Context: an optimization exercise on an open-source flow, tuned for small area. The choices shown serve that exercise and are no tape-out recipe.
Where RTL was checked, it was by simulation tests only, not by an equivalence proof against the original.
Only the layout flow was run in runs 3 and 4; the RTL was not checked for function there.
No driver is modelled on the clock port, so clocking that relies on it looks cheaper here than on a real chip.
Power is estimated from default activity; no workload was simulated.

## flow/config.mk

```make
export PLATFORM = sky130hd
export DESIGN_NAME = system_top
export DESIGN_NICKNAME = system_top
export VERILOG_FILES = /design/flow/design.v
export SDC_FILE = /design/flow/constraint.sdc
export NUM_CORES = 4
export LEC_CHECK = 0
export CAP_MARGIN = 20
export CORE_MARGIN = 2
export CORE_UTILIZATION = 40
export PLACE_DENSITY = 0.6
export SLEW_MARGIN = 20
```

## flow/constraint.sdc

```tcl
create_clock -name core_clock -period 10.0 [get_ports {i_clk}]
set_input_delay 2.0000 -clock core_clock [delete_from_list [all_inputs] [get_ports {i_clk}]]
set_output_delay 2.0000 -clock core_clock [all_outputs]
set_load 0.01 [all_outputs]
```

## flow/design.v

```verilog
module system_top (
    input  wire       i_clk,
    input  wire       i_rst_n,
    input  wire       i_uart_rx,
    output wire [3:0] o_vga_r,
    output wire [3:0] o_vga_g,
    output wire [3:0] o_vga_b,
    output wire       o_vga_hsync,
    output wire       o_vga_vsync
);
    reg [6:0] r_ph;
    always @(posedge i_clk or negedge i_rst_n) begin
        if (!i_rst_n)
            r_ph <= 7'd0;
        else if (r_ph == 7'd107)
            r_ph <= 7'd0;
        else
            r_ph <= r_ph + 7'd1;
    end
    wire w_tick = (r_ph == 7'd0) || (r_ph == 7'd54);
    wire w_pix  = (r_ph[1:0] == 2'b00);
    localparam [7:0] U_IDLE = 8'd247;
    reg  [7:0] r_u;
    reg  [2:0] r_bc;      
    reg        r_t1;      
    reg  [2:0] r_k;       
    reg        r_play;    
    localparam [2:0] K_NONE = 3'b000, K_START = 3'b001,
                     K_DOWN = 3'b100, K_UP = 3'b101,
                     K_RIGHT = 3'b110, K_LEFT = 3'b111;
    wire w_clkdrv = (r_u >= 8'd144) && (r_u <= 8'd163);
    wire w_fire   = (r_u == 8'd146);
    wire w_start  = w_fire && !r_play && (r_k == K_START);
    wire w_pre    = (r_u == 8'd147);
    wire w_win    = (r_u >= 8'd148) && (r_u <= 8'd163);
    wire w_samp   = w_tick && !r_u[7] && (r_u[3:0] == 4'd15);
    wire w_stop   = w_tick && (r_u == 8'd143) && i_uart_rx;
    always @(posedge i_clk or negedge i_rst_n) begin
        if (!i_rst_n)
            r_u <= 8'd163;
        else if (w_clkdrv) begin
            if (w_fire)
                r_u <= w_start ? 8'd147 : U_IDLE;
            else if (r_u == 8'd163)
                r_u <= U_IDLE;
            else
                r_u <= r_u + 8'd1;
        end else if (w_tick) begin
            if (r_u == U_IDLE) begin
                if (!i_uart_rx) r_u <= 8'd248;
            end else if (r_u == 8'd255)
                r_u <= i_uart_rx ? U_IDLE : 8'd0;
            else if (r_u == 8'd143)
                r_u <= (i_uart_rx && r_bc == 3'd7) ? 8'd144 : U_IDLE;
            else
                r_u <= r_u + 8'd1;
        end
    end
    always @(posedge i_clk or negedge i_rst_n) begin
        if (!i_rst_n)
            r_bc <= 3'd0;
        else if (w_stop)
            r_bc <= r_bc + 3'd1;
    end
    always @(posedge i_clk) begin
        if (w_stop && r_bc == 3'd0)
            r_t1 <= (r_k != K_NONE);
    end
    wire [2:0] w_bit = r_u[6:4];
    always @(posedge i_clk) begin
        if (w_samp) begin
            if (r_bc == 3'd0) begin
                if (w_bit == 3'd0)
                    r_k <= i_uart_rx ? 3'd1 : 3'd0;
                else if (i_uart_rx)
                    r_k <= K_NONE;
            end else if (r_bc == 3'd1) begin
                case (w_bit)
                    3'd0: r_k <= !r_t1 ? K_NONE : (i_uart_rx ? K_LEFT : K_DOWN);
                    3'd1: begin
                        if (!i_uart_rx) begin
                            if (r_k == K_DOWN) r_k <= K_RIGHT;
                            else if (r_k == K_LEFT) r_k <= K_UP;
                        end
                    end
                    3'd2: begin
                        if (r_k == K_RIGHT) begin
                            if (!i_uart_rx) r_k <= K_NONE;
                        end else if (i_uart_rx)
                            r_k <= K_NONE;
                    end
                    3'd3: begin
                        if (i_uart_rx)
                            r_k <= (r_k == K_UP) ? K_START : K_NONE;
                    end
                    default: begin
                        if (i_uart_rx) r_k <= K_NONE;
                    end
                endcase
            end
        end
    end
    always @(posedge i_clk or negedge i_rst_n) begin
        if (!i_rst_n)
            r_play <= 1'b0;
        else if (w_start)
            r_play <= 1'b1;
    end
    reg [6:0] r_a;
    reg [5:0] r_j;
    function [6:0] f_step7;
        input [6:0] x;
        input       dec;
        integer i;
        reg c;
        begin
            c = 1'b1;
            for (i = 0; i < 7; i = i + 1) begin
                f_step7[i] = x[i] ^ c;
                c = c & (x[i] ^ dec);
            end
        end
    endfunction
    wire w_mv   = w_fire && r_play && r_k[2];
    wire w_mv_a = w_mv && r_k[1] && (r_k[0] ? (r_a != 7'd1) : (r_a != 7'd72));
    wire w_mv_j = w_mv && !r_k[1] && (r_k[0] ? (r_j != 6'd0) : (r_j < 6'd54));
    always @(posedge i_clk or negedge i_rst_n) begin
        if (!i_rst_n) begin
            r_a <= 7'd36;
            r_j <= 6'd56;
        end else if (w_pre) begin
            r_a <= 7'd36;
            r_j <= 6'd56;
        end else begin
            if (w_mv_a) r_a <= f_step7(r_a, r_k[0]);
            if (w_mv_j) r_j <= f_step7({1'b0, r_j}, r_k[0]);
        end
    end
    reg [3:0] r_lx;
    always @(posedge i_clk or negedge i_rst_n) begin
        if (!i_rst_n)
            r_lx <= 4'h1;
        else
            r_lx <= {r_lx[2:0], r_lx[3] ^ r_lx[2]};
    end
    function [4-1:0] f_m;
        input [3:0] k;
        f_m = (k == 4'd1) ? 4'd1 :
            (k == 4'd2) ? 4'd3 :
            (k == 4'd3) ? 4'd14 :
            (k == 4'd4) ? 4'd7 :
            (k == 4'd5) ? 4'd11 :
            (k == 4'd6) ? 4'd13 :
            (k == 4'd7) ? 4'd12 :
            (k == 4'd8) ? 4'd8 :
            (k == 4'd9) ? 4'd15 :
            (k == 4'd10) ? 4'd5 :
            (k == 4'd11) ? 4'd6 :
            (k == 4'd12) ? 4'd4 :
            (k == 4'd13) ? 4'd10 :
            (k == 4'd14) ? 4'd2 :
            (k == 4'd15) ? 4'd9 :
            4'd0;
    endfunction
    function [8-1:0] f_alo;
        input [3:0] k;
        f_alo = (k == 4'd1) ? 8'd253 :
            (k == 4'd2) ? 8'd2 :
            (k == 4'd3) ? 8'd7 :
            (k == 4'd4) ? 8'd12 :
            (k == 4'd5) ? 8'd16 :
            (k == 4'd6) ? 8'd21 :
            (k == 4'd7) ? 8'd26 :
            (k == 4'd8) ? 8'd31 :
            (k == 4'd9) ? 8'd35 :
            (k == 4'd10) ? 8'd40 :
            (k == 4'd11) ? 8'd45 :
            (k == 4'd12) ? 8'd50 :
            (k == 4'd13) ? 8'd54 :
            (k == 4'd14) ? 8'd59 :
            (k == 4'd15) ? 8'd64 :
            8'd0;
    endfunction
    function [8-1:0] f_jlo;
        input [3:0] k;
        f_jlo = (k == 4'd1) ? 8'd254 :
            (k == 4'd2) ? 8'd5 :
            (k == 4'd3) ? 8'd43 :
            (k == 4'd4) ? 8'd19 :
            (k == 4'd5) ? 8'd33 :
            (k == 4'd6) ? 8'd40 :
            (k == 4'd7) ? 8'd36 :
            (k == 4'd8) ? 8'd22 :
            (k == 4'd9) ? 8'd47 :
            (k == 4'd10) ? 8'd12 :
            (k == 4'd11) ? 8'd15 :
            (k == 4'd12) ? 8'd8 :
            (k == 4'd13) ? 8'd29 :
            (k == 4'd14) ? 8'd1 :
            (k == 4'd15) ? 8'd26 :
            8'd0;
    endfunction
    reg  [3:0] r_k_food;    
    wire [3:0] w_m = f_m(r_k_food);
    wire [7:0] w_da = {1'b0, r_a} - f_alo(r_k_food);
    wire [7:0] w_dj = {2'b0, r_j} - f_jlo(r_k_food);
    wire w_ate_x = (w_da[7:4] == 4'd0) &&
                   (!w_da[3] || (w_da[2:0] == 3'd0) ||
                    ((w_da[2:0] == 3'd1) && (r_k_food[1:0] != 2'd0)));
    wire w_ate_y = (w_dj[7:3] == 5'd0);
    wire w_ate = w_ate_x && w_ate_y;
    always @(posedge i_clk) begin
        if (w_win || w_ate)
            r_k_food <= r_lx;
    end
    reg [9:0] r_h, r_v;
    always @(posedge i_clk or negedge i_rst_n) begin
        if (!i_rst_n) begin
            r_h <= 10'd799;
            r_v <= 10'd524;
        end else if (w_pix) begin
            if (r_h == 10'd799) begin
                r_h <= 10'd0;
                r_v <= (r_v == 10'd524) ? 10'd0 : r_v + 10'd1;
            end else
                r_h <= r_h + 10'd1;
        end
    end
    assign o_vga_hsync = !((r_h >= 10'd656) && (r_h < 10'd752));
    assign o_vga_vsync = !((r_v >= 10'd490) && (r_v < 10'd492));
    wire [7:0] w_sdx = {1'b0, r_h[9:3]} - {1'b0, r_a};
    wire [7:0] w_sdy = {1'b0, r_v[9:3]} - {2'b0, r_j};
    wire w_rlo = r_v[2] | r_v[1];           
    wire w_in_snake = (w_sdx[7:3] == 5'd0) && (r_v < 10'd480) &&
                      (((w_sdy == 8'd0) && w_rlo) ||
                       ((w_sdy >= 8'd1) && (w_sdy <= 8'd5)) ||
                       ((w_sdy == 8'd6) && !w_rlo));
    wire [5:0] w_k3 = {2'b0, r_k_food} + {1'b0, r_k_food, 1'b0};
    wire [9:0] w_fex = {1'b0, r_h[9:1]} - {4'b0, w_k3};
    wire [8:0] w_fey = {1'b0, r_v[9:2]} + {5'b0, w_m};
    wire w_in_food  = !w_win &&
                      !w_fex[9] && (w_fex[8:4] == {1'b0, r_k_food}) && !w_fex[3] &&
                      (w_fey[8:3] == {2'b0, w_m}) && !w_fey[2];
    reg r_g;
    always @(posedge i_clk or negedge i_rst_n) begin
        if (!i_rst_n)
            r_g <= 1'b0;
        else
            r_g <= w_in_snake || w_in_food;
    end
    assign o_vga_r = 4'h0;
    assign o_vga_g = {4{r_g}};
    assign o_vga_b = 4'h0;
endmodule
```

## flow/run.sh

```bash
#!/bin/bash
# synth_recipe.tcl (not shown) runs the flow's synth.tcl, then flattens the netlist and writes it again
# the make line also repeats each setting of config.mk as NAME=value (left out here)
make -C /OpenROAD-flow-scripts/flow DESIGN_CONFIG=/design/flow/config.mk WORK_HOME=/design/flow/orfs CLKGATE_MAP_FILE= SYNTH_SCRIPT=/design/flow/synth_recipe.tcl finish
```

==> metrics.md, run 1 <==
| Metric | Value |
|---|---|
| Most frequent cells in the layout | `nand2_1, nor2_1, ha_1` |
| Slowest CP cell | `ha_1` |
| Comb pwr share | `0.017` |
| Seq/Total Area, Yosys | `0.276` |
| Post-placement cell count | `905` |
| Flop pwr share | `0.447` |
| Leakage power | `2.68 nW` |
| Clock tree buffer depth | `2` |
| Hpwl dp | `10900 um` |
| Final worst-path cycle share | `0.425` |
| Power density cells | `91.8 nW/um^2` |
| Grt ovf | `0` |
| Drt initial violations | `423` |
| Cell Area, Synth | `6120 sq um` |
| Largest cells by area after synthesis | `dfrtp_1, ha_1, dfstp_2` |
| Syn_area_per_cell | `8.18 sq um` |
| Setup TNS Final | `0 ps` |
| Post-synthesis register bit count | `65` |
| Cell Chain, Critical Path | `inv_1, ha_1, nand2_1, nand3_1, o21ai_0, a41oi_2, inv_1, ha_1, nand4_1, a21oi_2, o41ai_4, xor2_1, o21a_1, o32ai_1, a41o_1` |
| First-pass GRT wire length | `24700 um` |
| Number of synthesized flops with an enable pin | `8` |
| Placed cell areas | `6230 sq um` |
| PortBufs | `8` |
| Top-area cell type share of the netlist area | `0.151` |
| Initial core utilization | `0.405` |
| Routability cong. | `0.865` |
| Unrepaired setup endpoints after global routing | `no` |
| CTS Buf Count | `9` |
| Setup Crit Path Kind | `reg2reg` |
| Worst min-delay path class | `reg2reg` |
| Post-Layout Cell Count | `921` |
| Yosys cell types | `77` |
| Crit Path Max Fanout | `27` |
| Final instance area | `6530 sq um` |
| Reg-to-Reg Start | `r_k_food[1]` |
| Vias in the first global route | `5016` |
| Max Fclk | `235 MHz` |
| Die Ht | `128 um` |
| Syn Inst Count | `748` |
| Drt wl/cell | `16.1 um` |
| Slew HR | `0.426` |
| Root buffer cell | `clkbuf_16` |
| Most common cell after layout, fill and taps aside | `nand2_1` |
| TritonRoute pass-1 iters | `7` |
| Crit start category | `flop` |
| Clk sinks | `65` |
| CP peak stage delay | `740 ps` |
| Ratio of cells with drive above 1 in the final layout | `0.0778` |
| Setup crit start | `r_k_food[1]` |
| Final hold vios | `0` |
| Slew Viols, Final | `0` |
| Crit path DAT | `4500 ps` |
| Fin nets | `792` |
| CTS resizes | `0` |
| Rows | `45` |
| Switch Pwr | `0.000129 W` |
| R2R Path End | `r_g` |
| Max-Cap Viols | `0` |
| Die width | `128 um` |
| Htree depth | `3` |
| DRC | `0` |
| # fillers | `1481` |
| Die footprint | `16300 sq um` |
| Critical Path End | `r_g` |
| Post-synth top area cell | `dfrtp_1` |
| Area delta synth->final | `6.77%` |
| Post-route ant nets | `0` |
| Ys Warns | `1` |
| R2r setup slk | `5750 ps` |
| Overall via count from detail_route | `5322` |
| Post-layout min period | `4250 ps` |
| Clock network fraction of total power | `0.536` |
| Core area | `15100 sq um` |
| Worst reg-to-reg path cell count | `15` |
| Hold Buf Count CTS | `0` |
| Slew at the pin closest to its max-slew limit | `839 ps` |
| N_diodes | `0` |
| Sw frac | `0.216` |
| Status | `no timing/DRC/antenna violations` |
| IO Count | `17` |
| Post-CTS setup buffers | `0` |
| Ys flop type | `dfrtp_1` |
| Hold_ws | `384 ps` |
| Clock transition at path regs | `60 ps` |
| Global Route Usage Sum | `0.187` |
| Clock latency at the later pin of the worst-skew pair | `340 ps` |
| TritonCTS clock tree | `built` |
| Pin count of the biggest net entering global routing | `58` |
| WP data required | `10260 ps` |
| Core Util, Final | `0.433` |
| Design internal power | `0.000470 W` |
| Peak supply drop | `0.0000831 V` |
| Final setup violation count | `0` |
| Post-synth ARST share | `0.877` |
| Initial antenna violation count | `0` |
| Final Skew | `12.3 ps` |
| Vias per std cell | `5.78` |
| Critical Path Sink Type | `flop` |
| Routed WL | `14800 um` |
## state kept, by name (all words and copies together) (netlist names)
name	count
r_a	7
r_bc	3
r_g	1
r_h	10
r_j	6
r_k	3
r_k_food	4
r_lx	4
r_ph	7
r_play	1
r_t1	1
r_u	8
r_v	10
## cell families after synthesis
kind of cell / count (synthesis) / share of synthesized area
and+or+nand+nor: 274 / 0.227
AOI/OAI and AO/OA: 189 / 0.205
buffers and inverters: 96 / 0.0697
DFF: 65 / 0.276
adders and majority gates: 61 / 0.130
xor gates and xnor gates: 52 / 0.0744
muxes: 10 / 0.0166
other: 1 / 0.000613
## critical path: cells and delay by family, from the launching register on
| kind | cells | cell delay, ps |
|---|---|---|
| compound gates | 7 | 1550 |
| fa+ha+maj | 2 | 1050 |
| simple gates | 3 | 740 |
| flops | 1 | 470 |
| buf+inv | 2 | 250 |
| xor+xnor | 1 | 120 |
## Yosys cell counts, types with 10 or more instances
cell	n
nand2_1	76
nor2_1	62
ha_1	57
a21oi_1	46
inv_1	46
o21ai_0	46
dfrtp_1	37
xnor2_1	33
clkbuf_1	22
dfstp_2	20
nand3_1	19
xor2_1	19
nor3_1	18
nor2b_1	14
a21o_1	13
buf_4	12
nand2b_1	12
nor4_1	11
buf_2	10
nand4_1	10
## through the flow
step,power [W],setup WS (ps)
3_3_place_gp,0.000283,5830
5_1_grt,0.000619,5470
3_5_place_dp,0.000283,5780
4_1_cts,0.000607,5770
6_report,0.000600,5750
2_1_floorplan,0.000279,6470
## layer usage
metal	track usage	vias to the layer above	routed length (um)
li1	-	2601	-
met1	0.249	2547	6940
met2	0.314	143	6970
met3	0.0263	31	581
met4	0.0582	0	291
met5	0	-	0
## worst min path at each step
stage / from / endpoint / cells after the start
2_1_floorplan: r_lx[1] / r_lx[2] / 0
6_report: r_lx[1] / r_lx[2] / 0
5_1_grt: r_lx[1] / r_lx[2] / 0
3_3_place_gp: r_lx[1] / r_lx[2] / 0
4_1_cts: r_lx[1] / r_lx[2] / 0
3_5_place_dp: r_lx[1] / r_lx[2] / 0
## cell type report
class,instances,area (sq um),area share
multi-input combinational,594,4030,0.616
sequential,65,1690,0.259
clock buffer,10,239,0.0366
inverter,47,176,0.0270
clock inverter,6,66.3,0.0102
timing repair buffer,11,97.6,0.0149
tap,188,235,0.0360
## power groups by stage
stage / Clock, W / Sequential (W) / Combinational, W
final: 0.000322 / 0.000268 / 0.0000100
after detailed placement: 0 / 0.000273 / 0.0000104
after global routing: 0.000340 / 0.000268 / 0.0000116
after CTS: 0.000329 / 0.000268 / 0.0000105
after global placement: 0 / 0.000273 / 0.0000101
after floorplan: 0 / 0.000273 / 0.00000616
==> run 2, diff against run 1 <==
==> flow/flow/run.sh (new file) <==
#!/bin/bash
# Standard ORFS layout, with two synthesis changes that only affect how the
# combinational logic is mapped (registers are mapped exactly as in the
# standard synthesis, before ABC runs):
#   - ABC uses an area-recovery script (flow/abc_area.script)
#   - Yosys's extract_fa is skipped, so adders reach ABC as plain gates
set -euo pipefail
W=$(pwd)
rm -rf "$W/scripts_mod"
cp -r "$FLOW_HOME/scripts" "$W/scripts_mod"
cp "$W/flow/abc_area.script" "$W/scripts_mod/abc_speed.script"
python3 - "$W/scripts_mod/synth.tcl" <<'PY'
import sys
p = sys.argv[1]
s = open(p).read()
old = "  extract_fa {*}[dont_use_extract_fa_args]\n"
assert old in s
s = s.replace(old, "  # extract_fa skipped by this flow\n", 1)
open(p, "w").write(s)
PY
bash standard.sh SCRIPTS_DIR="$W/scripts_mod" finish > "$W/flow_make.log" 2>&1
==> flow/flow/abc_area.script (new file) <==
&get -n
&st
&syn2
&dc2
&dch -f
&nf -R 1000
&st
&syn3
&dc2
&dch -f
&nf -R 1000
&st
&syn3
&dc2
&dch -f
&nf -R 1000
&st
&syn3
&dc2
&dch -f
&nf -R 1000
&put
topo
dnsize -c
==> flow/standard.sh (new file) <==
#!/bin/bash
# synth_recipe.tcl (not shown) runs the flow's synth.tcl, then flattens the netlist and writes it again
# the make line also repeats each setting of config.mk as NAME=value (left out here)
make -C /OpenROAD-flow-scripts/flow DESIGN_CONFIG=/design/flow/config.mk WORK_HOME=/design/flow/orfs CLKGATE_MAP_FILE= SYNTH_SCRIPT=/design/flow/synth_recipe.tcl "${@:-finish}"
removed: flow/run.sh
==> metrics.md, run 2 <==
| Metric | Value |
|---|---|
| Worst reg-to-reg path cell count | `14` |
| Area delta synth->final | `10.1%` |
| Root buffer cell | `clkbuf_16` |
| Setup Crit Path Kind | `reg2reg` |
| Routed WL | `15700 um` |
| N_diodes | `0` |
| First-pass GRT wire length | `25900 um` |
| Initial antenna violation count | `0` |
| CTS Buf Count | `9` |
| TritonCTS clock tree | `built` |
| Clk sinks | `65` |
| DRC | `0` |
| Initial core utilization | `0.412` |
| Grt ovf | `0` |
| Global Route Usage Sum | `0.229` |
| Crit path DAT | `4280 ps` |
| Seq/Total Area, Yosys | `0.324` |
| Final Skew | `7.28 ps` |
| Final instance area | `5750 sq um` |
| Hold endpoint | `r_lx[2]` |
| Pwr Total | `0.000560 W` |
| Final setup violation count | `0` |
| Clock latency at the later pin of the worst-skew pair | `340 ps` |
| Number of synthesized flops with an enable pin | `8` |
| Slew at the pin closest to its max-slew limit | `868 ps` |
| Peak supply drop | `0.0000838 V` |
| Largest regs | `r_h (10), r_v (10), r_u (8)` |
| Max Fclk | `236 MHz` |
| HP Start | `r_lx[1]` |
| Placed cell areas | `5490 sq um` |
| Drt initial violations | `471` |
| Crit start category | `flop` |
| R2R Path End | `r_k_food[2]` |
| Most common cell after layout, fill and taps aside | `nor2_1` |
| Hold_ws | `375 ps` |
| Post-synthesis register bit count | `65` |
| Final worst-path cycle share | `0.424` |
| Ratio of cells with drive above 1 in the final layout | `0.0563` |
| Pin count of the biggest net entering global routing | `42` |
| Status | `no timing/DRC/antenna violations` |
| Post-layout min period | `4240 ps` |
| IO Count | `17` |
| Hold Path Depth | `0` |
| Largest delay share family, worst path | `compound AO/OA/AOI/OAI gates` |
| Rows | `41` |
| Unrepaired setup endpoints after global routing | `no` |
| Vias per std cell | `6.13` |
| Worst min-delay path class | `reg2reg` |
| PortBufs | `8` |
| Die footprint | `14000 sq um` |
| Ys Warns | `1` |
| Die width | `118 um` |
| Slew HR | `0.419` |
| Most frequent cells in the layout | `nor2_1, nand2_1, a21oi_1` |
| Slew Viols, Final | `0` |
| Post-synth ARST share | `0.877` |
| R2r setup slk | `5760 ps` |
| Syn Inst Count | `687` |
| Cell Chain, Critical Path | `buf_4, clkinv_1, nand2_1, nand2_1, nor2_1, a21oi_1, xnor2_1, a211oi_1, nor2_1, xnor2_1, a22oi_1, nand3_1, a2111oi_0, a31o_1` |
| Reg-to-Reg Start | `r_k_food[2]` |
| WP data required | `10030 ps` |
| Power density cells | `97.3 nW/um^2` |
| Most common library cells after synthesis | `nor2_1, nand2_1, a21oi_1` |
| Hpwl dp | `11500 um` |
| Vias in the first global route | `4919` |
| Die Ht | `118 um` |
| Core Util, Final | `0.454` |
| Drt wl/cell | `17.8 um` |
| Cell Area, Synth | `5230 sq um` |
| Overall via count from detail_route | `5415` |
| Crit Path Max Fanout | `30` |
| Hold Buf Count CTS | `0` |
| Worst path bufs/invs | `2` |
| Slowest CP cell | `a2111oi_0` |
| Final hold vios | `0` |
| Leakage power | `2.11 nW` |
| Fin nets | `709` |
| Core area | `12700 sq um` |
| Max-Cap Viols | `0` |
| Clock tree buffer depth | `2` |
| TritonRoute pass-1 iters | `5` |
| Post-route ant nets | `0` |
| Ys flop type | `dfrtp_1` |
| Critical Path Sink Type | `flop` |
| Syn_area_per_cell | `7.61 sq um` |
| CTS resizes | `0` |
| Most frequent cell after synthesis | `nor2_1` |
| Htree depth | `3` |
| Top-area cell type share of the netlist area | `0.177` |
| Setup TNS Final | `0 ps` |
| Post-CTS setup buffers | `0` |
| Largest cells by area after synthesis | `dfrtp_1, dfstp_2, nor2_1` |
| Routability cong. | `0.947` |
| Clock transition at path regs | `50 ps` |
| CP peak stage delay | `600 ps` |
| Post-synth top area cell | `dfrtp_1` |
| Yosys cell types | `57` |
==> run 2: cells by family after synthesis <==
logic type | share of synthesized area
other cells | 0.000718
flops | 0.324
xor+xnor | 0.0905
buf+inv | 0.0359
compound gates | 0.270
mux | 0.00192
fa+ha+maj | 0.00575
simple gates | 0.271
==> run 2: how the worst max path moves through the flow <==
| stage | startpoint | to | slack (ps) | cells after the start |
|---|---|---|---|---|
| after floorplan | r_k_food[2] | r_k_food[0] | 6320 | 13 |
| after global placement | r_k_food[2] | r_k_food[0] | 5920 | 14 |
| after detailed placement | r_k_food[2] | r_k_food[0] | 5850 | 14 |
| after CTS | r_k_food[2] | r_k_food[0] | 5850 | 14 |
| after global routing | r_k_food[2] | r_k_food[3] | 5410 | 15 |
| final | r_k_food[2] | r_k_food[2] | 5760 | 14 |
==> run 2: layer usage <==
metal | global-route usage | vias to the layer above | share of wire | wire (um)
met3 | 0.0425 | 33 | 0.063 | 990
li1 | - | 2596 | - | -
met1 | 0.314 | 2566 | 0.46 | 7260
met5 | 0 | - | 0 | 0
met2 | 0.358 | 220 | 0.45 | 7070
met4 | 0.0836 | 0 | 0.025 | 389
==> run 2: cell type report <==
type | instances | area [sq um]
Fill cell | 1303 | 6920
Multi-Input combinational cell | 591 | 3370
Sequential cell | 65 | 1690
Clock buffer | 10 | 229
Tap cell | 172 | 215
Timing Repair Buffer | 13 | 113
Inverter | 26 | 97.6
Clock inverter | 6 | 36.3
==> run 2: where the power goes <==
group	internal (W)	switching (W)	leakage (nW)
registers	0.000268	0	0.760
logic	0.00000131	0.00000698	1.23
clock network	0.000166	0.000118	0.122
==> run 2: per-stage QoR <==
step / instances / worst slack (ps)
6_report: 883 / 5760
4_1_cts: 883 / 5850
3_3_place_gp: 867 / 5920
2_1_floorplan: 694 / 6320
3_5_place_dp: 867 / 5850
5_1_grt: 883 / 5410
==> run 3, diff against run 2 <==
--- a/flow/design.v
+++ b/flow/design.v
@@ -164,48 +164,12 @@
     endfunction
-    function [8-1:0] f_alo;
-        input [3:0] k;
-        f_alo = (k == 4'd1) ? 8'd253 :
-            (k == 4'd2) ? 8'd2 :
-            (k == 4'd3) ? 8'd7 :
-            (k == 4'd4) ? 8'd12 :
-            (k == 4'd5) ? 8'd16 :
-            (k == 4'd6) ? 8'd21 :
-            (k == 4'd7) ? 8'd26 :
-            (k == 4'd8) ? 8'd31 :
-            (k == 4'd9) ? 8'd35 :
-            (k == 4'd10) ? 8'd40 :
-            (k == 4'd11) ? 8'd45 :
-            (k == 4'd12) ? 8'd50 :
-            (k == 4'd13) ? 8'd54 :
-            (k == 4'd14) ? 8'd59 :
-            (k == 4'd15) ? 8'd64 :
-            8'd0;
-    endfunction
-    function [8-1:0] f_jlo;
-        input [3:0] k;
-        f_jlo = (k == 4'd1) ? 8'd254 :
-            (k == 4'd2) ? 8'd5 :
-            (k == 4'd3) ? 8'd43 :
-            (k == 4'd4) ? 8'd19 :
-            (k == 4'd5) ? 8'd33 :
-            (k == 4'd6) ? 8'd40 :
-            (k == 4'd7) ? 8'd36 :
-            (k == 4'd8) ? 8'd22 :
-            (k == 4'd9) ? 8'd47 :
-            (k == 4'd10) ? 8'd12 :
-            (k == 4'd11) ? 8'd15 :
-            (k == 4'd12) ? 8'd8 :
-            (k == 4'd13) ? 8'd29 :
-            (k == 4'd14) ? 8'd1 :
-            (k == 4'd15) ? 8'd26 :
-            8'd0;
-    endfunction
     reg  [3:0] r_k_food;    
-    wire [3:0] w_m = f_m(r_k_food);
-    wire [7:0] w_da = {1'b0, r_a} - f_alo(r_k_food);
-    wire [7:0] w_dj = {2'b0, r_j} - f_jlo(r_k_food);
-    wire w_ate_x = (w_da[7:4] == 4'd0) &&
-                   (!w_da[3] || (w_da[2:0] == 3'd0) ||
-                    ((w_da[2:0] == 3'd1) && (r_k_food[1:0] != 2'd0)));
-    wire w_ate_y = (w_dj[7:3] == 5'd0);
+    wire [3:0] w_m  = f_m(r_k_food);
+    wire [5:0] w_k3 = {2'b0, r_k_food} + {1'b0, r_k_food, 1'b0};
+    wire [9:0] w_aex = {1'b0, r_a, 2'b0} + 10'd31 - {4'b0, w_k3};
+    wire [5:0] w_adx = w_aex[9:4] - {2'b0, r_k_food};
+    wire w_ate_x = (w_adx == 6'd0) || (w_adx == 6'd1) ||
+                   ((w_adx == 6'd2) && (w_aex[3:0] <= 4'd6));
+    wire [7:0] w_aey = {1'b0, r_j, 1'b0} + {4'b0, w_m} + 8'd12;
+    wire [4:0] w_ady = w_aey[7:3] - {1'b0, w_m};
+    wire w_ate_y = (w_ady[4:1] == 4'd0);
     wire w_ate = w_ate_x && w_ate_y;
@@ -237,3 +201,2 @@
                        ((w_sdy == 8'd6) && !w_rlo));
-    wire [5:0] w_k3 = {2'b0, r_k_food} + {1'b0, r_k_food, 1'b0};
     wire [9:0] w_fex = {1'b0, r_h[9:1]} - {4'b0, w_k3};
--- a/flow/config.mk
+++ b/flow/config.mk
@@ -10,2 +10,5 @@
 export CORE_UTILIZATION = 40
+export CTS_BUF_LIST = sky130_fd_sc_hd__clkbuf_4 sky130_fd_sc_hd__clkbuf_8
+export CTS_CLUSTER_DIAMETER = 60
+export CTS_CLUSTER_SIZE = 20
 export PLACE_DENSITY = 0.6
==> metrics.md, run 3 <==
| Metric | Value |
|---|---|
| Worst min-delay path class | `reg2reg` |
| Hold Path Depth | `0` |
| Hold Buf Count CTS | `0` |
| Drt wl/cell | `15.7 um` |
| Die Ht | `116 um` |
| Status | `no timing/DRC/antenna violations` |
| Clock transition at path regs | `70 ps` |
| Most used cell along the critical path | `nor2_1` |
| Vias per std cell | `5.79` |
| Die footprint | `13400 sq um` |
| Power density cells | `274 nW/um^2` |
| Largest cells by area after synthesis | `dfrtp_1, dfstp_2, a21oi_1` |
| PortBufs | `8` |
| Clk sinks | `65` |
| Ys Warns | `1` |
| Post-synth top area cell | `dfrtp_1` |
| Most common cell after layout, fill and taps aside | `nand2_1` |
| CTS Buf Count | `9` |
| Hpwl dp | `9530 um` |
| TritonCTS clock tree | `built` |
| Final hold vios | `0` |
| Drt initial violations | `362` |
| DRC | `0` |
| Crit Path Max Fanout | `24` |
| Most frequent cell after synthesis | `nand2_1` |
| Seq/Total Area, Yosys | `0.340` |
| First-pass GRT wire length | `22000 um` |
| Ys flop type | `dfrtp_1` |
| Grt ovf | `0` |
| Ratio of cells with drive above 1 in the final layout | `0.0569` |
| Leakage power | `2.11 nW` |
| Max-Cap Viols | `0` |
| CTS resizes | `0` |
| Critical Path Sink Type | `flop` |
| Yosys cell types | `56` |
| Final Skew | `17.3 ps` |
| Largest delay share family, worst path | `compound AO/OA/AOI/OAI gates` |
| N_diodes | `0` |
| Final setup violation count | `0` |
| Crit path DAT | `4850 ps` |
| Max Fclk | `206 MHz` |
| Post-route ant nets | `0` |
| Top-area cell type share of the netlist area | `0.186` |
| Cell Area, Synth | `4980 sq um` |
| # fillers | `1218` |
| Global Route Usage Sum | `0.209` |
| Die width | `116 um` |
| Fin nets | `666` |
| Post-synth ARST share | `0.877` |
| Syn Inst Count | `648` |
| Routed WL | `13100 um` |
| Post-Layout Cell Count | `836` |
| Largest regs | `r_h (10), r_v (10), r_u (8)` |
| Setup Crit Path Kind | `reg2reg` |
| Cell Chain, Critical Path | `clkinv_1, nor2_1, a221o_1, or4_1, nor2_1, a31oi_1, a21boi_0, xnor2_1, nand2_1, o21ai_0, nand2b_1, a2111oi_0, nand3_1, o41ai_1` |
| TritonRoute pass-1 iters | `5` |
| Post-layout min period | `4850 ps` |
| Peak supply drop | `0.000133 V` |
| Initial antenna violation count | `0` |
| Most common library cells after synthesis | `nand2_1, nor2_1, a21oi_1` |
| Syn_area_per_cell | `7.69 sq um` |
| IO Count | `17` |
| Core area | `12100 sq um` |
| Setup TNS Final | `0 ps` |
| Slew HR | `0.333` |
| Overall via count from detail_route | `4844` |
| Vias in the first global route | `4557` |
| Crit path depth | `14` |
| Unrepaired setup endpoints after global routing | `no` |
| Number of synthesized flops with an enable pin | `8` |
| Pin count of the biggest net entering global routing | `58` |
| Rows | `40` |
| R2r setup slk | `5150 ps` |
| Crit start category | `flop` |
| CP peak stage delay | `890 ps` |
| Root buffer cell | `clkbuf_8` |
| Most frequent cells in the layout | `nand2_1, nor2_1, a21oi_1` |
| Routability cong. | `0.903` |
| Worst reg-to-reg path cell count | `14` |
| Clock latency at the later pin of the worst-skew pair | `380 ps` |
| Slowest CP cell | `edfxtp_1` |
| Slew at the pin closest to its max-slew limit | `988 ps` |
| Worst path bufs/invs | `1` |
| Clock tree buffer depth | `2` |
| WP data required | `9990 ps` |
| Initial core utilization | `0.413` |
| Post-synthesis register bit count | `65` |
| Area delta synth->final | `8.16%` |
| Final worst-path cycle share | `0.485` |
| Post-CTS setup buffers | `0` |
| Htree depth | `3` |
| Slew Viols, Final | `0` |
| Post-placement cell count | `820` |
## run 3: changes by cell type after synthesis, moves of 8 or more
cell     change
o21ai_0      +8
xnor2_1      -8
nand2_1     +13
nor2_1      -20
## run 3: cell type report
| cell class | count | area [sq um] | share of cell area |
|---|---|---|---|
| Clock buffer | 13 | 160 | 0.0297 |
| Clock inverter | 3 | 17.5 | 0.00325 |
| Inverter | 19 | 71.3 | 0.0132 |
| Multi-Input combinational cell | 559 | 3160 | 0.586 |
| Sequential cell | 65 | 1690 | 0.314 |
| Tap cell | 168 | 210 | 0.0390 |
| Timing Repair Buffer | 9 | 82.6 | 0.0153 |
## run 3: worst reg2reg max path, cell delays in order (launching register included)
cell and delay [ps]:
edfxtp_1 890, clkinv_1 540, nor2_1 260, a221o_1 300, or4_1 180, nor2_1 50, a31oi_1 190, a21boi_0 330
xnor2_1 140, nand2_1 100, o21ai_0 100, nand2b_1 180, a2111oi_0 400, nand3_1 130, o41ai_1 690
## run 3: through the flow
stage / total power, W / instance area (sq um) / hold WS [ps] / util / setup WS (ps)
3_5_place_dp: 0.00125 / 5210 / 358 / 0.432 / 5150
4_1_cts: 0.00147 / 5390 / 383 / 0.447 / 5140
2_1_floorplan: 0.00106 / 5010 / 349 / - / 5810
5_1_grt: 0.00161 / 5390 / 391 / 0.447 / 4730
3_3_place_gp: 0.00123 / 5210 / 374 / 0.432 / 5310
6_report: 0.00148 / 5390 / 390 / 0.447 / 5150
## run 3: power by group
group / internal [W] / switching, W / total, W
combinational: 0.000329 / 0.000489 / 0.000818
clock: 0.000104 / 0.000107 / 0.000211
sequential: 0.000324 / 0.000124 / 0.000448
## run 3: final timing paths
check | startpoint | endpoint
worst max-delay path | r_k_food[2] | r_k_food[0]
worst min-delay path | r_lx[1] | r_lx[2]
worst max register to register | r_k_food[2] | r_k_food[0]
worst min register to register | r_lx[1] | r_lx[2]
max in group asynchronous | i_rst_n | r_h[6]
min in group asynchronous | i_rst_n | r_bc[1]
## run 3: routing by layer
metal | track usage | vias up | routed length (um)
met4 | 0.0956 | 0 | 349
met5 | 0 | - | 0
met2 | 0.345 | 127 | 6160
met3 | 0.0439 | 27 | 576
met1 | 0.262 | 2303 | 6040
li1 | - | 2387 | -
## run 3: logic make-up after synthesis
group / synth area share
and+or+nand+nor: 0.279
adders and majority gates: 0.00402
AOI/OAI and AO/OA: 0.246
other: 0.000753
xor gates and xnor gates: 0.0897
muxes: 0.00829
buffers and inverters: 0.0324
DFF: 0.340
==> run 4, diff against run 3 <==
--- a/flow/config.mk
+++ b/flow/config.mk
@@ -10,5 +10,5 @@
 export CORE_UTILIZATION = 40
-export CTS_BUF_LIST = sky130_fd_sc_hd__clkbuf_4 sky130_fd_sc_hd__clkbuf_8
-export CTS_CLUSTER_DIAMETER = 60
-export CTS_CLUSTER_SIZE = 20
+export CTS_BUF_LIST = sky130_fd_sc_hd__clkbuf_8
+export CTS_CLUSTER_DIAMETER = 100
+export CTS_CLUSTER_SIZE = 30
 export PLACE_DENSITY = 0.6
==> metrics.md, run 4 <==
| Metric | Value |
|---|---|
| Slowest CP cell | `edfxtp_1` |
| Initial antenna violation count | `0` |
| WP data required | `9990 ps` |
| DRC | `0` |
| Clock latency at the later pin of the worst-skew pair | `380 ps` |
| Vias in the first global route | `4557` |
| Most used cell along the critical path | `nor2_1` |
| Post-route ant nets | `0` |
| Crit Path Max Fanout | `24` |
| Drt initial violations | `360` |
| Slew Viols, Final | `0` |
| Hold endpoint | `r_lx[2]` |
| Die Ht | `116 um` |
| Max-Cap Viols | `0` |
| Max Fclk | `206 MHz` |
| Ratio of cells with drive above 1 in the final layout | `0.0524` |
| Overall via count from detail_route | `4853` |
| Leakage power | `2.11 nW` |
| Clock transition at path regs | `70 ps` |
| HP Start | `r_lx[1]` |
| Most common library cells after synthesis | `nand2_1, nor2_1, a21oi_1` |
| IO Count | `17` |
| CP peak stage delay | `890 ps` |
| Crit start category | `flop` |
| Setup Crit Path Kind | `reg2reg` |
| TritonCTS clock tree | `built` |
| TritonRoute pass-1 iters | `5` |
| Hold Path Depth | `0` |
| Unrepaired setup endpoints after global routing | `no` |
| Clk sinks | `65` |
| Reg-to-Reg Start | `r_k_food[2]` |
| Adder-Cell Fraction of Synth Area | `0.00402` |
| Post-synth ARST share | `0.877` |
| Core Util, Final | `0.446` |
| Post-synthesis compound-gate area fraction | `0.246` |
| Drt wl/cell | `15.7 um` |
| Post-CTS setup buffers | `0` |
| Crit path DAT | `4850 ps` |
| Cell Chain, Critical Path | `clkinv_1, nor2_1, a221o_1, or4_1, nor2_1, a31oi_1, a21boi_0, xnor2_1, nand2_1, o21ai_0, nand2b_1, a2111oi_0, nand3_1, o41ai_1` |
| Final hold vios | `0` |
| PortBufs | `8` |
| Syn_area_per_cell | `7.69 sq um` |
| Power density cells | `273 nW/um^2` |
| Root buffer cell | `clkbuf_8` |
| Syn Inst Count | `648` |
| N_diodes | `0` |
| Clock tree buffer depth | `2` |
| Htree depth | `3` |
| Die width | `116 um` |
| Routability cong. | `0.903` |
| Seq/Total Area, Yosys | `0.340` |
| Initial core utilization | `0.413` |
| Most frequent cells in the layout | `nand2_1, nor2_1, a21oi_1` |
| Ys Warns | `1` |
| Hold_ws | `390 ps` |
| Post-synthesis register bit count | `65` |
| CTS resizes | `0` |
| Area delta synth->final | `7.94%` |
| Most frequent cell after synthesis | `nand2_1` |
| Ys flop type | `dfrtp_1` |
| Hpwl dp | `9530 um` |
| Pin count of the biggest net entering global routing | `58` |
| Fin nets | `666` |
| Setup TNS Final | `0 ps` |
| Core area | `12100 sq um` |
| Number of synthesized flops with an enable pin | `8` |
| Status | `no timing/DRC/antenna violations` |
| Slew HR | `0.345` |
| XOR/XNOR share of the synthesized area | `0.0897` |
| Die footprint | `13400 sq um` |
| Peak supply drop | `0.000119 V` |
| Mux share of post-synthesis cell area | `0.00829` |
| R2r setup slk | `5140 ps` |
| Final instance area | `5380 sq um` |
| Final worst-path cycle share | `0.486` |
| Worst path bufs/invs | `1` |
| Largest cells by area after synthesis | `dfrtp_1, dfstp_2, a21oi_1` |
| Simple-Gate Fraction of Synth Area | `0.279` |
| Final Skew | `17.4 ps` |
| Slew at the pin closest to its max-slew limit | `970 ps` |
| Vias per std cell | `5.81` |
| Worst reg-to-reg path cell count | `14` |
| Most common cell after layout, fill and taps aside | `nand2_1` |
| Cell Area, Synth | `4980 sq um` |
| First-pass GRT wire length | `22000 um` |
| Routed WL | `13200 um` |
| Post-synth top area cell | `dfrtp_1` |
| Post-layout min period | `4860 ps` |
| Yosys cell types | `56` |
| Rows | `40` |
| Main combinational cell family by area after synthesis | `simple AND/OR/NAND/NOR gates` |
| Placed cell areas | `5210 sq um` |
| Pwr Total | `0.00147 W` |
| R2R Path End | `r_k_food[0]` |
| Largest delay share family, worst path | `compound AO/OA/AOI/OAI gates` |
| Top-area cell type share of the netlist area | `0.186` |
| CTS Buf Count | `9` |
| Largest regs | `r_h (10), r_v (10), r_u (8)` |
| Final setup violation count | `0` |
| Critical Path Sink Type | `flop` |
| Global Route Usage Sum | `0.209` |
| Worst min-delay path class | `reg2reg` |
| Grt ovf | `0` |
| Hold Buf Count CTS | `0` |
## run 4: cell families after synthesis
logic type | Yosys count
AOI/OAI and AO/OA | 204
xor gates and xnor gates | 51
adders and majority gates | 2
buffers and inverters | 31
DFF | 65
muxes | 4
other | 1
and+or+nand+nor | 290
## run 4: report_power, final
part,internal [W],switching (W)
Clock,0.0000931,0.000107
Sequential,0.000324,0.000124
Combinational,0.000329,0.000490
Total,0.000746,0.000721
## run 4: worst max-delay path by stage
stage                           start          end  cells past startpoint
final                     r_k_food[2]  r_k_food[0]                     14
after global routing      r_k_food[2]  r_k_food[0]                     15
after CTS                 r_k_food[1]  r_k_food[0]                     14
after detailed placement  r_k_food[1]  r_k_food[0]                     14
after global placement    r_k_food[1]  r_k_food[0]                     14
after floorplan           r_k_food[3]  r_k_food[0]                     13
## run 4: area by class of cell
class | count | area [sq um]
Clock buffer | 10 | 138
Clock inverter | 6 | 28.8
Fill cell | 1220 | 6680
Inverter | 19 | 71.3
Multi-Input combinational cell | 559 | 3160
Sequential cell | 65 | 1690
Tap cell | 168 | 210
Timing Repair Buffer | 9 | 82.6
## run 4: per-stage QoR
| stage | worst slack (ps) | instances |
|---|---|---|
| after CTS | 5130 | 836 |
| final | 5140 | 836 |
| after global routing | 4720 | 836 |
| after global placement | 5310 | 820 |
| after detailed placement | 5150 | 820 |
| after floorplan | 5810 | 655 |
## run 4: metal layers
layer	global-route usage	up-vias	wire length (um)
li1	-	2387	-
met1	0.262	2295	6000
met2	0.345	140	6180
met3	0.0439	31	605
met4	0.0956	0	361
met5	0	-	0
==> run 5, diff against run 4 <==
--- a/flow/design.v
+++ b/flow/design.v
@@ -10,14 +10,16 @@
 );
-    reg [6:0] r_ph;
-    always @(posedge i_clk or negedge i_rst_n) begin
-        if (!i_rst_n)
-            r_ph <= 7'd0;
-        else if (r_ph == 7'd107)
-            r_ph <= 7'd0;
-        else
-            r_ph <= r_ph + 7'd1;
-    end
-    wire w_tick = (r_ph == 7'd0) || (r_ph == 7'd54);
-    wire w_pix  = (r_ph[1:0] == 2'b00);
-    localparam [7:0] U_IDLE = 8'd247;
+    reg [1:0] r_p;
+    reg [4:0] r_q;
+    always @(posedge i_clk or negedge i_rst_n) begin
+        if (!i_rst_n) begin
+            r_p <= 2'd0;
+            r_q <= 5'd0;
+        end else begin
+            r_p <= r_p + 2'd1;
+            r_q <= (r_q == 5'd26) ? 5'd0 : r_q + 5'd1;
+        end
+    end
+    wire w_tick = !r_p[0] && (r_q == 5'd0);
+    wire w_pix  = (r_p == 2'b00);
+    localparam [7:0] U_IDLE = 8'd247, U_DONE = 8'd144, U_WIN = 8'd145;
     reg  [7:0] r_u;
@@ -30,7 +32,8 @@
                      K_RIGHT = 3'b110, K_LEFT = 3'b111;
-    wire w_clkdrv = (r_u >= 8'd144) && (r_u <= 8'd163);
-    wire w_fire   = (r_u == 8'd146);
+    wire w_done   = (r_u == U_DONE);
+    wire w_inwin  = (r_u == U_WIN);
+    wire w_fire   = w_done && (r_q == 5'd3);
     wire w_start  = w_fire && !r_play && (r_k == K_START);
-    wire w_pre    = (r_u == 8'd147);
-    wire w_win    = (r_u >= 8'd148) && (r_u <= 8'd163);
+    wire w_pre    = w_inwin && (r_q == 5'd4);
+    wire w_win    = w_inwin && (r_q != 5'd4);
     wire w_samp   = w_tick && !r_u[7] && (r_u[3:0] == 4'd15);
@@ -39,10 +42,9 @@
         if (!i_rst_n)
-            r_u <= 8'd163;
-        else if (w_clkdrv) begin
+            r_u <= U_WIN;
+        else if (w_done) begin
             if (w_fire)
-                r_u <= w_start ? 8'd147 : U_IDLE;
-            else if (r_u == 8'd163)
+                r_u <= w_start ? U_WIN : U_IDLE;
+        end else if (w_inwin) begin
+            if ((r_q == 5'd20) || (r_q == 5'd0))
                 r_u <= U_IDLE;
-            else
-                r_u <= r_u + 8'd1;
         end else if (w_tick) begin
@@ -53,3 +55,3 @@
             else if (r_u == 8'd143)
-                r_u <= (i_uart_rx && r_bc == 3'd7) ? 8'd144 : U_IDLE;
+                r_u <= (i_uart_rx && r_bc == 3'd7) ? U_DONE : U_IDLE;
             else
--- a/flow/flow/run.sh
+++ b/flow/flow/run.sh
@@ -20,2 +20,4 @@
 PY
-bash standard.sh SCRIPTS_DIR="$W/scripts_mod" finish > "$W/flow_make.log" 2>&1
+bash standard.sh SCRIPTS_DIR="$W/scripts_mod" \
+  "CTS_ARGS=-sink_clustering_enable -sink_clustering_size 70 -sink_clustering_max_diameter 1000 -buf_list sky130_fd_sc_hd__clkbuf_16 -root_buf sky130_fd_sc_hd__clkbuf_16 -dont_use_dummy_load -repair_clock_nets" \
+  finish > "$W/flow_make.log" 2>&1
--- a/flow/config.mk
+++ b/flow/config.mk
@@ -10,5 +10,2 @@
 export CORE_UTILIZATION = 40
-export CTS_BUF_LIST = sky130_fd_sc_hd__clkbuf_8
-export CTS_CLUSTER_DIAMETER = 100
-export CTS_CLUSTER_SIZE = 30
 export PLACE_DENSITY = 0.6
==> metrics.md, run 5 <==
| Metric | Value |
|---|---|
| Status | `no timing/DRC/antenna violations` |
| Clock network fraction of total power | `0.482` |
| Post-layout min period | `5290 ps` |
| Drt wl/cell | `15.4 um` |
| Slowest CP cell | `edfxtp_1` |
| Clock tree buffer depth | `2` |
| Final setup violation count | `0` |
| Design internal power | `0.000427 W` |
| Most used cell along the critical path | `nand2_1` |
| Setup Crit Path Kind | `reg2reg` |
| Syn Inst Count | `619` |
| Slew at the pin closest to its max-slew limit | `879 ps` |
| Ys flop type | `dfrtp_1` |
| Number of synthesized flops with an enable pin | `8` |
| Die Ht | `114 um` |
| Max-Cap Viols | `0` |
| Htree depth | `3` |
| Die footprint | `13000 sq um` |
| Routed met2 length | `5690 um` |
| CP peak stage delay | `760 ps` |
| # fillers | `1224` |
| Final hold vios | `0` |
| N_diodes | `0` |
| CTS Buf Count | `9` |
| Die width | `114 um` |
| Final worst-path cycle share | `0.529` |
| DR top layer | `met4` |
| Clk sinks | `65` |
| Unrepaired setup endpoints after global routing | `no` |
| First-pass GRT wire length | `20200 um` |
| Worst path bufs/invs | `1` |
| Vias per std cell | `5.94` |
| Clock latency at the later pin of the worst-skew pair | `340 ps` |
| Routed WL | `12000 um` |
| Peak supply drop | `0.0000670 V` |
| Core area | `11900 sq um` |
| Seq/Total Area, Yosys | `0.349` |
| Critical Path End | `r_k_food[1]` |
| Reg-to-Reg Start | `r_k_food[2]` |
| Metal3 WL | `519 um` |
| Critical Path Sink Type | `flop` |
| Hold Buf Count CTS | `0` |
| Most frequent cell after synthesis | `nand2_1` |
| Global Route Usage Sum | `0.196` |
| Initial antenna violation count | `0` |
| IO Count | `17` |
| TritonCTS clock tree | `built` |
| Flop pwr share | `0.501` |
| Comb pwr share | `0.017` |
| Worst reg-to-reg path cell count | `17` |
| Slew HR | `0.414` |
| PortBufs | `8` |
| Power density cells | `101 nW/um^2` |
| R2r setup slk | `4710 ps` |
| Ratio of cells with drive above 1 in the final layout | `0.0505` |
| TritonRoute pass-1 iters | `5` |
| Final Skew | `12.1 ps` |
| M1 WL | `5510 um` |
| Pin count of the biggest net entering global routing | `58` |
| Rows | `40` |
| Post-route ant nets | `0` |
| Switch Pwr | `0.000109 W` |
| Routability cong. | `0.921` |
| Vias in the first global route | `4272` |
| Setup TNS Final | `0 ps` |
| CTS resizes | `0` |
| DRC | `0` |
| Overall via count from detail_route | `4637` |
| Top-area cell type share of the netlist area | `0.196` |
| Leakage power | `2.02 nW` |
| Crit Path Max Fanout | `20` |
| Area delta synth->final | `9.14%` |
| Grt ovf | `0` |
| Post-CTS setup buffers | `0` |
| Ys Warns | `1` |
| Slew Viols, Final | `0` |
| Sw frac | `0.204` |
| Core Util, Final | `0.444` |
| Post-synth ARST share | `0.877` |
| Syn_area_per_cell | `7.83 sq um` |
| Initial core utilization | `0.407` |
| Hpwl dp | `8760 um` |
| Setup crit start | `r_k_food[2]` |
| Most frequent cells in the layout | `nand2_1, a21oi_1, nor2_1` |
| WP data required | `9960 ps` |
| Largest regs | `r_h (10), r_v (10), r_u (8)` |
| Most common library cells after synthesis | `nand2_1, a21oi_1, nor2_1` |
| Yosys cell types | `53` |
| Most common cell after layout, fill and taps aside | `nand2_1` |
| Fin nets | `639` |
| Cell Area, Synth | `4850 sq um` |
| Largest cells by area after synthesis | `dfrtp_1, dfstp_2, a21oi_1` |
| Root buffer cell | `clkbuf_16` |
| Post-synth top area cell | `dfrtp_1` |
| Clock transition at path regs | `40 ps` |
| Post-synthesis register bit count | `65` |
| Crit start category | `flop` |
| Crit path DAT | `5250 ps` |
| Drt initial violations | `217` |
| R2R Path End | `r_k_food[1]` |
| Worst min-delay path class | `reg2reg` |
| Largest delay share family, worst path | `compound AO/OA/AOI/OAI gates` |
| Cell Chain, Critical Path | `clkinv_1, nand2_1, nand2_1, nand2_1, o311ai_0, xnor2_1, nor3_1, a31oi_1, nand2_1, a22o_1, o21ai_0, a21boi_0, xnor2_1, nor2_1, a2111oi_0, a311oi_1, o32ai_1` |
| Crit path depth | `17` |
| Max Fclk | `189 MHz` |
==> run 5: per-layer routing <==
metal  vias up  GRT usage
met2       104      0.322
met4         0     0.0870
met3        21     0.0355
li1       2304          -
met5         -          0
met1      2208      0.251
==> run 5: cells by family (layout without fill, tap and decap cells) <==
group,count (synthesis),after routing,synth area share
adders and majority gates,3,3,0.00620
xor gates and xnor gates,49,49,0.0885
and+or+nand+nor,266,266,0.272
DFF,65,65,0.349
other,1,8,0.000774
buffers and inverters,43,51,0.0426
AOI/OAI and AO/OA,192,192,0.242
==> run 5: how the worst min path moves through the flow <==
stage | to | slack [ps] | start | cells after the start
after global routing | r_lx[2] | 400 | r_lx[1] | 0
after detailed placement | r_lx[2] | 360 | r_lx[1] | 0
after CTS | r_lx[2] | 380 | r_lx[1] | 0
final | r_lx[2] | 380 | r_lx[1] | 0
after floorplan | r_lx[2] | 350 | r_lx[1] | 0
after global placement | r_lx[2] | 370 | r_lx[1] | 0
==> run 5: area by class of cell <==
| cell class | count | area [sq um] | area share |
|---|---|---|---|
| timing repair buffer | 11 | 97.6 | 0.0184 |
| clock buffer | 9 | 225 | 0.0426 |
| tap | 147 | 184 | 0.0348 |
| sequential | 65 | 1690 | 0.320 |
| multi-input combinational | 518 | 2980 | 0.563 |
| inverter | 31 | 116 | 0.0220 |
==> run 5: power groups by stage <==
stage	clock, W	combinational, W	sequential (W)
after detailed placement	0	0.00000929	0.000273
after CTS	0.000268	0.00000931	0.000268
after floorplan	0	0.00000512	0.000273
after global routing	0.000276	0.0000106	0.000268
after global placement	0	0.00000911	0.000273
final	0.000258	0.00000895	0.000269
==> run 5: through the flow <==
step | std cells | total power [W] | cell area [sq um] | setup slack [ps] | hold WS, ps
6_report | 781 | 0.000536 | 5290 | 4710 | 377
3_3_place_gp | 772 | 0.000282 | 5060 | 4990 | 366
3_5_place_dp | 772 | 0.000282 | 5060 | 4810 | 364
2_1_floorplan | 626 | 0.000278 | 4870 | 5640 | 349
5_1_grt | 781 | 0.000555 | 5290 | 4100 | 395
4_1_cts | 781 | 0.000546 | 5290 | 4770 | 382
==> run 6, diff against run 5 <==
--- a/flow/flow/run.sh
+++ b/flow/flow/run.sh
@@ -21,3 +21,3 @@
 bash standard.sh SCRIPTS_DIR="$W/scripts_mod" \
-  "CTS_ARGS=-sink_clustering_enable -sink_clustering_size 70 -sink_clustering_max_diameter 1000 -buf_list sky130_fd_sc_hd__clkbuf_16 -root_buf sky130_fd_sc_hd__clkbuf_16 -dont_use_dummy_load -repair_clock_nets" \
+  "CTS_ARGS=-sink_clustering_enable -sink_clustering_size 70 -sink_clustering_max_diameter 1000 -buf_list sky130_fd_sc_hd__clkbuf_8 -root_buf sky130_fd_sc_hd__clkbuf_8 -dont_use_dummy_load -repair_clock_nets" \
   finish > "$W/flow_make.log" 2>&1
==> metrics.md, run 6 <==
| Metric | Value |
|---|---|
| Post-layout min period | `5280 ps` |
| Die footprint | `13000 sq um` |
| Max-Cap Viols | `0` |
| Fin nets | `639` |
| Area delta synth->final | `7.05%` |
| Most frequent cell after synthesis | `nand2_1` |
| Syn_area_per_cell | `7.83 sq um` |
| R2r setup slk | `4720 ps` |
| # fillers | `1239` |
| DRC | `0` |
| Initial core utilization | `0.407` |
| Max Fclk | `189 MHz` |
| Slew HR | `0.412` |
| Die Ht | `114 um` |
| Setup Crit Path Kind | `reg2reg` |
| Unrepaired setup endpoints after global routing | `no` |
| Post-synthesis register bit count | `65` |
| Seq/Total Area, Yosys | `0.349` |
| Post-synth ARST share | `0.877` |
| Final instance area | `5190 sq um` |
| Syn Inst Count | `619` |
| TritonRoute pass-1 iters | `4` |
| CTS Buf Count | `9` |
| Vias in the first global route | `4245` |
| Core area | `11900 sq um` |
| Worst reg-to-reg path cell count | `17` |
| Setup WS pre-CTS | `4810 ps` |
| Cell Area, Synth | `4850 sq um` |
| Yosys cell types | `53` |
| CTS resizes | `0` |
| Vias per std cell | `5.95` |
| Critical Path Sink Type | `flop` |
| Power density cells | `86.4 nW/um^2` |
| Routed WL | `12000 um` |
| Largest cells by area after synthesis | `dfrtp_1, dfstp_2, a21oi_1` |
| Die width | `114 um` |
| Drt initial violations | `201` |
| Post-Layout Cell Count | `781` |
| Clk sinks | `65` |
| Slew at the pin closest to its max-slew limit | `881 ps` |
| First-pass GRT wire length | `20200 um` |
| Final Skew | `19.2 ps` |
| Post-synth top area cell | `dfrtp_1` |
| Post-CTS setup buffers | `0` |
| Overall via count from detail_route | `4645` |
| Setup TNS Final | `0 ps` |
| Post-route setup slack | `4720 ps` |
| Routability cong. | `0.921` |
| Hpwl dp | `8760 um` |
| CP peak stage delay | `760 ps` |
| HP Start | `r_lx[1]` |
| Clock latency at the later pin of the worst-skew pair | `370 ps` |
| Hold Path Depth | `0` |
| Clock transition at path regs | `50 ps` |
| Slowest CP cell | `edfxtp_1` |
| Drt wl/cell | `15.4 um` |
| Final setup violation count | `0` |
| Crit Path Max Fanout | `20` |
| Largest regs | `r_h (10), r_v (10), r_u (8)` |
| Number of synthesized flops with an enable pin | `8` |
| PortBufs | `8` |
| Final hold vios | `0` |
| WP data required | `9990 ps` |
| Ys Warns | `1` |
| Reg-to-Reg Start | `r_k_food[2]` |
| Ratio of cells with drive above 1 in the final layout | `0.0505` |
| Most used cell along the critical path | `nand2_1` |
| Most common cell after layout, fill and taps aside | `nand2_1` |
| Status | `no timing/DRC/antenna violations` |
| Slew Viols, Final | `0` |
| Top-area cell type share of the netlist area | `0.196` |
| Rows | `40` |
| Post-placement cell count | `772` |
| Htree depth | `3` |
| R2R Path End | `r_k_food[1]` |
| Crit path DAT | `5270 ps` |
| Root buffer cell | `clkbuf_8` |
| Worst min-delay path class | `reg2reg` |
| IO Count | `17` |
| Global Route Usage Sum | `0.194` |
| Hold Buf Count CTS | `0` |
| Ys flop type | `dfrtp_1` |
| Crit start category | `flop` |
| Placed cell areas | `5060 sq um` |
| Leakage power | `1.97 nW` |
| TritonCTS clock tree | `built` |
| Pwr Total | `0.000448 W` |
| Worst path bufs/invs | `1` |
| Hold endpoint | `r_lx[2]` |
| Post-route ant nets | `0` |
| Most frequent cells in the layout | `nand2_1, a21oi_1, nor2_1` |
| Largest delay share family, worst path | `compound AO/OA/AOI/OAI gates` |
| Grt ovf | `0` |
| Pin count of the biggest net entering global routing | `58` |
| Initial antenna violation count | `0` |
| Most common library cells after synthesis | `nand2_1, a21oi_1, nor2_1` |
| Clock tree buffer depth | `2` |
| Final worst-path cycle share | `0.528` |
| Peak supply drop | `0.0000655 V` |
| Cell Chain, Critical Path | `clkinv_1, nand2_1, nand2_1, nand2_1, o311ai_0, xnor2_1, nor3_1, a31oi_1, nand2_1, a22o_1, o21ai_0, a21boi_0, xnor2_1, nor2_1, a2111oi_0, a311oi_1, o32ai_1` |
| N_diodes | `0` |
==> run 6: cell counts after synthesis <==
Identical to the previous run, type by type.
==> run 6: worst max-delay path by stage <==
stage,startpoint,end,slack (ps),cells past startpoint
after CTS,r_k_food[2],r_k_food[2],4760,17
after floorplan,r_k_food[2],r_k_food[0],5640,17
after global routing,r_k_food[2],r_k_food[2],4100,19
final,r_k_food[2],r_k_food[1],4720,17
after global placement,r_k_food[2],r_k_food[0],4990,17
after detailed placement,r_k_food[2],r_k_food[1],4810,17
==> run 6: per-stage QoR <==
stage	hold slack, ps	utilization
4_1_cts	385	0.436
3_3_place_gp	366	0.425
3_5_place_dp	364	0.425
5_1_grt	399	0.436
6_report	380	0.436
2_1_floorplan	349	-
==> run 6: cell type report <==
| class | instances | area, sq um | area share |
|---|---|---|---|
| flip-flops and latches | 65 | 1690 | 0.326 |
| multi-input cells | 518 | 2980 | 0.574 |
| repair buffers | 11 | 97.6 | 0.0188 |
| clock buffers | 9 | 124 | 0.0239 |
| inverters | 31 | 116 | 0.0224 |
| well taps | 147 | 184 | 0.0354 |
==> run 6: power breakdown <==
part	switching, W	leakage (nW)	total [W]	internal [W]
clock network	0.0000915	0.0647	0.000171	0.0000799
logic	0.00000738	1.15	0.00000892	0.00000154
registers	0.000000350	0.754	0.000268	0.000268
==> run 6: cell families (layout without fill, tap and decap cells) <==
family / Yosys count / count (layout) / synth area share
AOI/OAI and AO/OA: 192 / 192 / 0.242
buffers and inverters: 43 / 51 / 0.0426
DFF: 65 / 65 / 0.349
and+or+nand+nor: 266 / 266 / 0.272
other: 1 / 8 / 0.000774
xor gates and xnor gates: 49 / 49 / 0.0885
adders and majority gates: 3 / 3 / 0.00620
==> run 6: routing by layer <==
| metal | vias up | share of wire | track usage |
|---|---|---|---|
| met4 | 0 | 0.016 | 0.0756 |
| met3 | 14 | 0.035 | 0.0371 |
| met1 | 2243 | 0.47 | 0.253 |
| met5 | - | 0 | 0 |
| met2 | 92 | 0.48 | 0.320 |
| li1 | 2296 | - | - |
==> run 7, diff against run 6 <==
==> flow/flow/run.sh (replaced) <==
#!/bin/bash
# Standard ORFS layout with these changes, none of which touch registers:
#   - ABC maps the combinational logic with an area script
#     (flow/abc_area.script) instead of the speed script
#   - Yosys's extract_fa is skipped, so adders reach ABC as plain gates
#   - the clock tree is one clkbuf_16 driving all clock pins
#     (flow/cts_root.tcl) instead of TritonCTS's H-tree
# All make output goes to flow_make.log; ORFS's per-step logs are in orfs/logs.
set -euo pipefail
W=$(pwd)
rm -rf "$W/scripts_mod"
cp -r "$FLOW_HOME/scripts" "$W/scripts_mod"
cp "$W/flow/abc_area.script" "$W/scripts_mod/abc_speed.script"
cp "$W/flow/cts_root.tcl" "$W/scripts_mod/cts_root.tcl"
python3 - "$W/scripts_mod" <<'PY'
import sys
d = sys.argv[1]
p = d + "/synth.tcl"
s = open(p).read()
old = "  extract_fa {*}[dont_use_extract_fa_args]\n"
assert old in s
s = s.replace(old, "  # extract_fa skipped by this flow\n", 1)
open(p, "w").write(s)
p = d + "/cts.tcl"
s = open(p).read()
old = "log_cmd clock_tree_synthesis {*}$cts_args\n"
assert old in s
s = s.replace(old, "source $::env(SCRIPTS_DIR)/cts_root.tcl\n", 1)
open(p, "w").write(s)
PY
bash standard.sh SCRIPTS_DIR="$W/scripts_mod" finish > "$W/flow_make.log" 2>&1
==> flow/flow/abc_area.script (replaced) <==
strash
&get -n
&deepsyn -T 60
&put
dch -f
map -a
mfs2
strash
dch -f
map -a
mfs2
strash
dch -f
map -a
topo
dnsize -c
==> flow/flow/cts_root.tcl (new file) <==
# Clock tree for a small design: one clkbuf_16 at the centre of the
# registers drives every clock pin (replaces clock_tree_synthesis).
set block [ord::get_db_block]
set dbu [$block getDbUnitsPerMicron]
set sx 0
set sy 0
set n 0
foreach it [[$block findNet i_clk] getITerms] {
  set loc [[$it getInst] getLocation]
  set sx [expr {$sx + [lindex $loc 0]}]
  set sy [expr {$sy + [lindex $loc 1]}]
  incr n
}
set cx [expr {double($sx) / $n / $dbu}]
set cy [expr {double($sy) / $n / $dbu}]
puts "manual clock root at $cx $cy for $n clock pins"
log_cmd insert_buffer -buffer_cell sky130_fd_sc_hd__clkbuf_16 -net i_clk \
  -location [list $cx $cy] -buffer_name clkbuf_root -net_name clk_root
[$block findNet clk_root] setSigType CLOCK
==> metrics.md, run 7 <==
| Metric | Value |
|---|---|
| Die Ht | `111 um` |
| Rows | `38` |
| Hpwl dp | `8640 um` |
| Syn Inst Count | `658` |
| Most frequent cell after synthesis | `nor2_1` |
| Status | `did not finish` |
| Top-area cell type share of the netlist area | `0.209` |
| Cell Area, Synth | `4550 sq um` |
| Seq/Total Area, Yosys | `0.371` |
| Post-synth ARST share | `0.877` |
| Ys Warns | `1` |
| Syn_area_per_cell | `6.92 sq um` |
| Routability cong. | `0.891` |
| First Err | `Error: cts.tcl, 36 invalid command name "NULL"` |
| Most common library cells after synthesis | `nor2_1, clkinv_1, nand2_1` |
| Last flow stage reached | `4_1_cts` |
| Yosys cell types | `31` |
| PortBufs | `8` |
| Post-synthesis register bit count | `65` |
| Ys flop type | `dfrtp_1` |
| IO Count | `17` |
| Die width | `111 um` |
| Number of synthesized flops with an enable pin | `8` |
| Post-synth top area cell | `dfrtp_1` |
| Initial core utilization | `0.415` |
| Largest cells by area after synthesis | `dfrtp_1, nor2_1, dfstp_2` |
| Post-placement cell count | `802` |
==> run 7: worst max-delay path by stage <==
stage / from / end / slack, ps / depth (start not counted)
2_1_floorplan: r_k_food[2] / r_k_food[0] / 6500 / 21
3_3_place_gp: i_uart_rx / r_u[6] / 5880 / 10
3_5_place_dp: i_uart_rx / r_u[6] / 5770 / 10
==> run 7: power by group through the flow <==
stage                     combinational (W)  sequential (W)  clock (W)
after detailed placement         0.00000989        0.000273          0
after floorplan                  0.00000571        0.000273          0
after global placement           0.00000959        0.000273          0
==> run 7: kinds of logic after synthesis <==
| logic type | synth area share |
|---|---|
| flops | 0.371 |
| compound gates | 0.139 |
| simple gates | 0.285 |
| other cells | 0.000824 |
| xor+xnor | 0.0962 |
| buf+inv | 0.108 |
==> run 7: per-stage QoR <==
step / total power [W] / cell area [sq um] / setup slack, ps
after floorplan: 0.000279 / 4580 / 6500
after global placement: 0.000283 / 4750 / 5880
after detailed placement: 0.000283 / 4750 / 5770

## what the ideal ports hide
Ports are ideal in the flow. The routed layouts listed here were re-timed in OpenROAD.
Step 1: set_driving_cell puts a clkbuf_16 on i_clk and a buf_2 on each other input, an assumption about the parent block.
Step 2, shift: input delay + t, output delay - t, t = (earliest + latest rising clock arrival at the registers) / 2. This alone moves slack from input paths to output paths.
Three values: ideal ports, drivers, drivers and shift; two values: the first two.
| run | t (ns) | setup slack, ns | hold slack, ns | clock arrival spread, ns |
|---|---|---|---|---|
| run 1 | 0.368 | 5.753 / 5.753 / 5.753 | 0.384 / 0.384 / 0.384 | 0.013 / 0.013 |
| run 2 | 0.373 | 5.756 / 5.756 / 5.756 | 0.375 / 0.375 / 0.375 | 0.007 / 0.008 |
| run 3 | 0.400 | 5.147 / 5.147 / 5.147 | 0.390 / 0.390 / 0.390 | 0.017 / 0.018 |
| run 4 | 0.400 | 5.142 / 5.142 / 5.142 | 0.390 / 0.390 / 0.390 | 0.018 / 0.017 |
| run 5 | 0.373 | 4.713 / 4.713 / 4.713 | 0.377 / 0.377 / 0.377 | 0.013 / 0.013 |
| run 6 | 0.391 | 4.720 / 4.720 / 4.720 | 0.380 / 0.380 / 0.380 | 0.020 / 0.020 |
After both steps setup and hold are still met in every run listed.
